Background: an optimization exercise with open tools, aiming at small area. Do not read the settings as production practice.
Function was checked by simulation only, so behaviour that the tests miss may differ from the original.
No activity file was given, so power comes from the tool's default toggle rates.

===== flow/config.mk =====
export PLATFORM = sky130hd
export DESIGN_NAME = cd_top
export DESIGN_NICKNAME = cd_top
export VERILOG_FILES = /design/flow/design.v
export SDC_FILE = /design/flow/constraint.sdc
export NUM_CORES = 4
export LEC_CHECK = 0
export CAP_MARGIN = 20
export CORE_MARGIN = 2
export CORE_UTILIZATION = 40
export SLEW_MARGIN = 20

===== flow/constraint.sdc =====
create_clock -name core_clock -period 25.0 [get_ports {clk_50mhz}]
set_input_delay 5.0000 -clock core_clock [delete_from_list [all_inputs] [get_ports {clk_50mhz}]]
set_output_delay 5.0000 -clock core_clock [all_outputs]
set_load 0.01 [all_outputs]

===== flow/design.v =====
module cd_top
(
    input   wire    clk_50mhz ,
    input   wire    rst_n ,
    output  wire    [7:0]   seg_data ,
    output  wire    [5:0]   seg_cs ,
    input   wire    [7:0]   key ,
    output  wire    [7:0]   led
);
localparam [1:0] S2 = 2'b01, S3 = 2'b11, S4 = 2'b10;
wire rst_;
reg [5:0] ta;
reg [3:0] tb;
reg [6:0] tc;
always @ (posedge clk_50mhz) begin
    if (~rst_) begin
        ta <= 6'd0;
        tb <= 4'd0;
        tc <= 7'd0;
    end
    else begin
        ta <= (ta == 6'd47) ? 6'd0 : ta + 6'd1;
        if (ta == 6'd47)
            tb <= (tb == 4'd10) ? 4'd0 : tb + 4'd1;
        tc <= (tc == 7'd124) ? 7'd0 : tc + 7'd1;
    end
end
wire tick_300hz = (ta == 6'd25);
wire tick_100hz = (tb == 4'd1 && ta == 6'd41) || (tb == 4'd5 && ta == 6'd25) || (tb == 4'd9 && ta == 6'd9);
wire tick_2hz   = (ta == 6'd25) && (tc == 7'd1);
wire tick_128hz = (ta[2:0] == 3'd5) && (tc == 7'd1 || tc == 7'd26 || tc == 7'd51 || tc == 7'd76 || tc == 7'd101);
wire breath_en  = (ta == 6'd26) || (ta == 6'd29) || (ta == 6'd32) || (ta == 6'd35) ||
                  (ta == 6'd38) || (ta == 6'd41) || (ta == 6'd44) || (ta == 6'd47);
reg [1:0] run_rst;
reg [2:0] run [1:7];
wire key_rst = (run_rst == 2'd3);
assign rst_ = rst_n & ~key_rst;
always @ (posedge clk_50mhz) begin
    if (~rst_)
        run_rst <= 2'd0;
    else if (tick_100hz)
        run_rst <= key[0] ? 2'd0 : (run_rst == 2'd3 ? 2'd3 : run_rst + 2'd1);
end
genvar gi;
generate
    for (gi = 1; gi < 8; gi = gi + 1) begin : g_key
        always @ (posedge clk_50mhz) begin
            if (~rst_)
                run[gi] <= 3'd0;
            else if (tick_100hz)
                run[gi] <= key[gi] ? 3'd0 : (run[gi][2] ? 3'd4 : run[gi] + 3'd1);
        end
    end
endgenerate
wire [7:1] kd, kl;
generate
    for (gi = 1; gi < 8; gi = gi + 1) begin : g_kd
        assign kd[gi] = run[gi][2] | (run[gi][1] & run[gi][0]);
        assign kl[gi] = run[gi][2];
    end
endgenerate
wire [7:1] kedge = kd & ~kl;
reg [1:0] sta_current, sta_next;
reg [6:0] hold;
reg       bcd_mode;
reg [1:0] led_mode;
reg [7:0] px, py;
reg       fx0, fx1, fy0, fy1;    
wire s2 = ~sta_current[1];
wire s3 = (sta_current == S3);
wire s4 = (sta_current == S4);
wire auto_act  = kd[5] & kl[5] & (s3 | s4);
wire auto_fire = auto_act & (hold > 7'd100);
wire inc_x = (kedge[2] & s3) | (auto_fire & s4);
wire inc_y = (kedge[3] & s3) | (auto_fire & s4);
wire led_chg = kedge[7] & s2;
reg [1:0] n1, n2;
always @ (*) begin
    n1 = kedge[1] ? (s2 ? S3 : S2) : sta_next;
    n2 = (kedge[4] & s3) ? S4 : (kedge[4] & s4) ? S3 : n1;
end
always @ (posedge clk_50mhz) begin
    if (~rst_)
        sta_current <= S2;
    else if (tick_100hz)
        sta_current <= sta_next;
end
always @ (posedge clk_50mhz) begin
    if (~rst_) begin
        sta_next <= S2;
        hold <= 7'd0;
        bcd_mode <= 1'b0;
        led_mode <= 2'b00;
        px <= 8'd0;
        py <= 8'd0;
        fx0 <= 1'b0; fx1 <= 1'b0;
        fy0 <= 1'b0; fy1 <= 1'b0;
    end
    else if (tick_100hz) begin
        sta_next <= auto_fire ? (s3 ? S4 : S3) : n2;
        if (auto_act)
            hold <= auto_fire ? 7'd0 : hold + 7'd1;
        if (kedge[6] & (s3 | s4))
            bcd_mode <= ~bcd_mode;
        if (led_chg)
            led_mode <= {led_mode[0], ~led_mode[1]};
        px <= px + {7'd0, inc_x};
        py <= py + {7'd0, inc_y};
        fx0 <= inc_x; fx1 <= fx0;
        fy0 <= inc_y; fy1 <= fy0;
    end
end
wire old_in = ~((tb == 4'd1 && ta >= 6'd26 && ta <= 6'd41) ||
                (tb == 4'd4 && ta >= 6'd26) ||
                (tb == 4'd5 && ta <= 6'd25) ||
                (tb == 4'd8 && ta >= 6'd26) ||
                (tb == 4'd9 && ta <= 6'd9));
wire [7:0] mx = px - {6'd0, fx0 & fx1 & old_in, fx0 ^ (fx1 & old_in)};
wire [7:0] my = py - {6'd0, fy0 & fy1 & old_in, fy0 ^ (fy1 & old_in)};
wire [15:0] ans = mx * my;
function [19:0] bin2bcd;
    input [15:0] v;
    integer i;
    reg [35:0] s;
    begin
        s = {20'd0, v};
        for (i = 0; i < 16; i = i + 1) begin
            if (s[19:16] >= 4'd5) s[19:16] = s[19:16] + 4'd3;
            if (s[23:20] >= 4'd5) s[23:20] = s[23:20] + 4'd3;
            if (s[27:24] >= 4'd5) s[27:24] = s[27:24] + 4'd3;
            if (s[31:28] >= 4'd5) s[31:28] = s[31:28] + 4'd3;
            if (s[35:32] >= 4'd5) s[35:32] = s[35:32] + 4'd3;
            s = s << 1;
        end
        bin2bcd = s[35:16];
    end
endfunction
reg [2:0] seg_k;         
reg [4:0] bcd;
wire [2:0] nk = (seg_k >= 3'd5) ? 3'd0 : seg_k + 3'd1;
wire        hi  = (nk >= 3'd3);
wire [15:0] dv  = s4 ? ans : {8'd0, hi ? px : py};
wire [2:0]  idx = s4 ? nk : (hi ? nk - 3'd3 : nk);
wire [19:0] dbcd = bcd_mode ? bin2bcd(dv) : {4'd0, dv};
wire [3:0]  dig = dbcd[idx*4 +: 4];
wire        dig_ok = bcd_mode ? (s4 ? (idx <= 3'd4) : (idx <= 3'd2))
                              : (s4 ? (idx <= 3'd3) : (idx <= 3'd1));
reg [4:0] code;
always @ (*) begin
    if (s2)
        case (nk)
            3'd0: code = 5'h8;
            3'd1: code = 5'h1;
            3'd2: code = 5'h0;
            3'd3: code = 5'h4;
            default: code = 5'h3;
        endcase
    else
        code = dig_ok ? {1'b0, dig} : 5'h10;
end
always @ (posedge clk_50mhz) begin
    if (~rst_) begin
        seg_k <= 3'd7;
        bcd <= 5'h10;
    end
    else if (tick_300hz) begin
        seg_k <= nk;
        bcd <= code;
    end
end
assign seg_cs = (seg_k == 3'd7) ? 6'b111111 : ~(6'b100000 >> seg_k);
reg [7:0] seg_code;
always @ (*) begin
    case (bcd)
        5'h1: seg_code = 8'b1111_1001;
        5'h2: seg_code = 8'b1010_0100;
        5'h3: seg_code = 8'b1011_0000;
        5'h4: seg_code = 8'b1001_1001;
        5'h5: seg_code = 8'b1001_0010;
        5'h6: seg_code = 8'b1000_0010;
        5'h7: seg_code = 8'b1111_1000;
        5'h8: seg_code = 8'b1000_0000;
        5'h9: seg_code = 8'b1001_0000;
        5'ha: seg_code = 8'b1000_1000;
        5'hb: seg_code = 8'b1000_0011;
        5'hc: seg_code = 8'b1100_0110;
        5'hd: seg_code = 8'b1010_0001;
        5'he: seg_code = 8'b1000_0110;
        5'hf: seg_code = 8'b1000_1110;
        5'h0: seg_code = 8'b1100_0000;
        default: seg_code = 8'b1111_1111;
    endcase
end
assign seg_data = seg_code;
reg       flow_blank;
reg [2:0] flow_pos;
always @ (posedge clk_50mhz) begin
    if (~rst_) begin
        flow_blank <= 1'b1;
        flow_pos <= 3'd0;
    end
    else if (tick_2hz && sta_current == S2) begin
        flow_blank <= 1'b0;
        flow_pos <= flow_pos + 3'd1;
    end
    else if (tick_2hz && s3) begin
        flow_blank <= 1'b1;
    end
end
wire [7:0] led_flow = flow_blank ? 8'hff : ~(8'h80 >> (flow_pos - 3'd1));
reg [6:0] bc;            
reg       reload;        
reg [6:0] g [0:7];       
reg [7:0] gdown;
always @ (posedge clk_50mhz) begin
    if (~rst_)
        bc <= 7'd0;
    else if (breath_en)
        bc <= (bc == 7'd64) ? 7'd0 : bc + 7'd1;
end
wire led_chg_now = tick_100hz & led_chg;
always @ (posedge clk_50mhz) begin
    if (~rst_)
        reload <= 1'b0;
    else if (tick_128hz)
        reload <= led_chg_now;
    else if (led_chg_now)
        reload <= 1'b1;
end
function [6:0] ramp_init;
    input [1:0] mode;
    input [2:0] ch;
    begin
        case (mode)
            2'b01: ramp_init = 7'd0;
            2'b11: ramp_init = (ch < 3'd3) ? 7'd0 : {1'b0, ch, 3'b000};
            2'b10: ramp_init = ch[0] ? 7'd32 : 7'd0;
            default: ramp_init = {1'b0, ch, 3'b000};
        endcase
    end
endfunction
wire [7:0] led_breath;
generate
    for (gi = 0; gi < 8; gi = gi + 1) begin : g_ch
        always @ (posedge clk_50mhz) begin
            if (~rst_) begin
                g[gi] <= gi * 8;
                gdown[gi] <= 1'b0;
            end
            else if (tick_128hz) begin
                if (reload)
                    g[gi] <= ramp_init(led_mode, gi);
                else if (~gdown[gi]) begin
                    if (g[gi] == 7'd64) gdown[gi] <= 1'b1;
                    else g[gi] <= g[gi] + 7'd1;
                end
                else begin
                    if (g[gi] == 7'd0) gdown[gi] <= 1'b0;
                    else g[gi] <= g[gi] - 7'd1;
                end
            end
        end
        assign led_breath[gi] = (g[gi] > bc);
    end
endgenerate
assign led = s2 ? ((led_mode == 2'b00) ? led_flow : led_breath) : 8'hff;
endmodule

===== flow/run.sh =====
#!/bin/bash
# synth_recipe.tcl (not shown) runs the flow's synth.tcl, then flattens the netlist and writes it again
# the make line also repeats each setting of config.mk as NAME=value (left out here)
make -C /OpenROAD-flow-scripts/flow DESIGN_CONFIG=/design/flow/config.mk WORK_HOME=/design/flow/orfs CLKGATE_MAP_FILE= SYNTH_SCRIPT=/design/flow/synth_recipe.tcl finish

==> notes.md <==
[layout make-up]
| type | instances | area, um^2 |
|---|---|---|
| Clock inverter | 14 | 143 |
| Inverter | 174 | 656 |
| Antenna cell | 1 | 2.50 |
| Tap cell | 615 | 769 |
| Clock buffer | 18 | 429 |
| Sequential cell | 165 | 3300 |
| Multi-Input combinational cell | 2078 | 15000 |
| Timing Repair Buffer | 44 | 405 |
| Fill cell | 4833 | 26900 |
[worst register-to-register path, delay by kind of cell, from the launching register on]
family,cells,cell delay [ps]
compound gates,30,6580
fa+ha+maj,19,5730
simple gates,25,5340
mux,4,1390
xor+xnor,5,1280
buf+inv,13,1240
flops,1,350
[where the power goes]
part,internal (mW),switching (mW)
Combinational,0.00466,0.00993
Sequential,0.264,0.00165
Clock,0.140,0.120
Total,0.408,0.132
[flip-flops by register name (all words and copies together), names as in the netlist, 3 cells and up, named ones only]
| register | count |
|---|---|
| bc | 7 |
| bcd | 5 |
| flow_pos | 3 |
| g | 56 |
| gdown | 8 |
| hold | 7 |
| px | 8 |
| py | 8 |
| run | 21 |
| seg_k | 3 |
| ta | 6 |
| tb | 4 |
| tc | 7 |
[layer usage]
| metal | share of wire (%) | track usage (%) | vias up |
|---|---|---|---|
| li1 | - | - | 8994 |
| met1 | 49 | 26.3 | 8439 |
| met2 | 46 | 32.3 | 312 |
| met3 | 3.3 | 2.23 | 58 |
| met4 | 1.8 | 5.74 | 0 |
| met5 | 0 | 0 | - |
[through the flow]
step	utilization (%)	power (mW)	instances	hold WS (ps)
CTS	43.4	0.548	3107	451
finish	43.4	0.541	3109	451
global route	43.4	0.559	3108	476
global placement	42.2	0.286	3075	441
floorplan	-	0.281	2498	427
detailed placement	42.2	0.286	3075	442
[synth_stat cells (30+ instances only)]
master and instances:
nand3_1 84, fa_1 46, xor2_1 51, clkbuf_1 62, or2_2 31, mux2i_1 50, nor2_1 293, o21ai_0 99
o211ai_1 30, a21oi_1 179, nand2_1 188, inv_1 165, a21o_1 55, nor2b_1 35, nor3_1 55, dfxtp_1 165
ha_1 229, xnor2_1 70, a211oi_1 38
[how the worst max path moves through the flow]
| stage | startpoint | end | slack, ps |
|---|---|---|---|
| final | ta[1]$_SDFF_PP0_ | flop | 3000 |
| after global routing | ta[1]$_SDFF_PP0_ | flop | 1260 |
| after CTS | ta[1]$_SDFF_PP0_ | flop | 3220 |
| after detailed placement | ta[1]$_SDFF_PP0_ | flop | 3330 |
| after global placement | ta[1]$_SDFF_PP0_ | flop | 4060 |
| after floorplan | ta[0]$_SDFF_PP0_ | flop | 5820 |
[cell families after synthesis]
| family | after synthesis |
|---|---|
| simple gates | 901 |
| compound gates | 703 |
| fa+ha+maj | 277 |
| buf+inv | 255 |
| flops | 165 |
| xor+xnor | 127 |
| mux | 69 |
| other cells | 1 |
==> notes.md <==
Synthesis
Synthesis produced a netlist with a net count of 2783. The gate count after technology mapping is 2498. The register bit count reported by yosys is 165. Of the total synthesized cell area, the portion taken by full adders, half adders and majority gates is 19.8%. The combinational family with the most area after synthesis is compound AO/OA/AOI/OAI gates. Among all flip-flop cells after synthesis, the most frequent one is dfxtp_1.

The area fraction of the dominant cell type after synthesis is 17.1%. The Yosys step of the flow raised 3 warnings. The multiplexer share of the synthesized area is 3.86%. Counting flops with an async set or reset pin after synthesis yields a share of 0%. The number of enable flip-flop cells after synthesis is 0. The synthesized design spends more area on one cell type than any other, namely dfxtp_1.

The xor-xnor portion of the synthesized cell area is 6.11%. After synthesis the cells add up to 0.0193 mm^2. The distinct cell type count after synthesis is 120.

The synthesized-area fraction occupied by ao, oa, aoi and oai cells is 25.1%. Yosys attributes the largest share of cell area to dfxtp_1, ha_1, nor2_1. The sequential area share after synthesis is 17.1%. The post-synthesis share of cell area spent on and, or, nand and nor gates is 22.8%. Dividing the synthesized area by the synthesized cell count gives 7.71 um^2.

Clock network
The clock-pin slew on the worst setup and hold paths is 70 ps. The number of clock sinks is 165. The tree is rooted in a clkbuf_16. The longest clock path from root to sink contains 2 buffers. The number of buffers created by CTS is 17. The clock insertion delay at the later pin of the skew report is 450 ps. The quantity of hold-fixing buffers added after cts is 0. The buffer count from post-CTS setup fixing is 0.

The number of cells upsized or downsized after cts is 0. The depth of the CTS H-tree is 4. The CTS tree is done.

Critical path
At the worst endpoint, the arrival time is 22360 ps. The cell with the most instances on the worst path is ha_1. Counting cells, the worst reg-to-reg path comes to 96. Counting both buffers and inverters, the worst setup path holds a total of 13. The setup path with the least slack is of type flop to flop. The sort of element at the end of the critical path is a flop. In this run the critical register-to-register path is launched from ta[1]$_SDFF_PP0_. Across all register-to-register paths, the minimum setup slack is 3000 ps. The element type at the critical path start is a flop. Along the worst path, the maximum fanout reaches 10. The data required time of the critical path is 25360 ps.

The critical path's top delay family is compound AO/OA/AOI/OAI gates. The critical path runs through a total of 96 cells. The peak per-stage delay on the critical path is 630 ps. The cell with the largest stage delay on the worst path is mux2i_1.

STA
The final-report setup violation count is 0. The actual transition at the worst max-transition pin is 1180 ps. The post-route clock skew is 8.40 ps.

The final critical path time including I/O delays and setup is 22000 ps. The hold violation total from the final report is 0. Across all setup checks in the final design, the least slack found is 3000 ps. The fraction of the cycle the final worst path needs is 88.0%. Timing would allow up to 0.0455 GHz. The relative slew slack is 21.2%. The final sum of negative setup slack is 0 ps. The number of max-slew violations in the final report is 0. Setup repair after global routing left no endpoint under its margin.

Routing
The first TritonRoute pass finished after 5 iterations. The violation count after the first detailed-routing iteration is 1032. The detail route stage leaves a number of antenna-violating nets equal to 0. Dividing the detail-routed via count by the number of cells gives 5.73. In the final routed layout, each cell accounts on average for 15.7 um. The post-route DRC violation count is 0. The final layout contains routed wiring with a total length of 48800 um. The vias after detailed routing is 17800.

Pwr
The worst supply voltage drop on vdd is 0.0000511 V. The power density normalized to cell area is 26.1 mW/mm^2. The leakage power summed over all cells is 8.72 nW.

Final layout
The share of final-layout standard cells stronger than drive strength 1 is 6.86%. The final design area excluding fillers is 0.0207 mm^2. The final net count is 2765. The most common cell after layout, fill and taps aside is nor2_1.

The area growth from synthesis to final layout is 7.44%. The top cell types in the final layout, fill and taps aside, are nor2_1, ha_1, nand2_1.

Placement
Buffers placed on the I/O ports in this run total 30. The worst slack at placement is 3330 ps. The final weighted congestion in routability-driven placement is 0.877. After legalization and detailed placement, the total HPWL measured 37800 um.

The cell area after placement is 0.0201 mm^2.

Worst hold path
The worst hold path begins at fx1$_SDFFE_PN0P_. Counting instances, the worst hold path has a depth of 2. The path category of the worst min-delay check is flop to flop. The endpoint of the worst hold-timing path is fx1$_SDFFE_PN0P_.

Status
The flow ran to the end and the layout has no timing, DRC or antenna violations.

Floorplan
The initial standard-cell utilization of the core is 40.4%. The floorplan step set the die height to 223 um. The floorplan has 80 rows. The number of top-level pins is 32. The die footprint is 0.0499 mm^2. The die is 223 um wide.

The area of the core is 0.0476 mm^2.

Run
The max-cap check violation count is 0.

GRT
Global routing used 19.4% of the available tracks across all layers. The number of antenna violations at the first check in global routing is 2. Summed over all layers, the global routing overflow is 0. The pin count of the biggest net entering global routing is 64. The number of global-route vias before repair is 16900. The global-route wire length before repair is 81900 um.

-- separate check: timing with driven ports --
The results above use ideal ports. As a check the final layout listed here was re-extracted and re-timed, cells and wires unchanged. Step 1 (the two cells are an assumption about what drives the block):
set clk [get_ports {clk_50mhz}]
set_driving_cell -lib_cell sky130_fd_sc_hd__clkbuf_16 $clk
set_driving_cell -lib_cell sky130_fd_sc_hd__buf_2 [delete_from_list [all_inputs] $clk]
Step 2 also shifts input and output timing later by t, the mid clock arrival at the registers, as if the neighbouring blocks saw the same clock. Three values: ideal, step 1, step 2; two values: the first two.
shift t [ns]: 0.496
setup slack, ns: 3.001 / 3.001 / 3.001
worst hold slack (ns): 0.451 / 0.451 / 0.451
worst data-port slew with drivers (ns): 0.06
After both steps this run still meets setup and hold. The setup slack of this run moves by 0.000 ns with the drivers and by 0.000 ns with both steps.
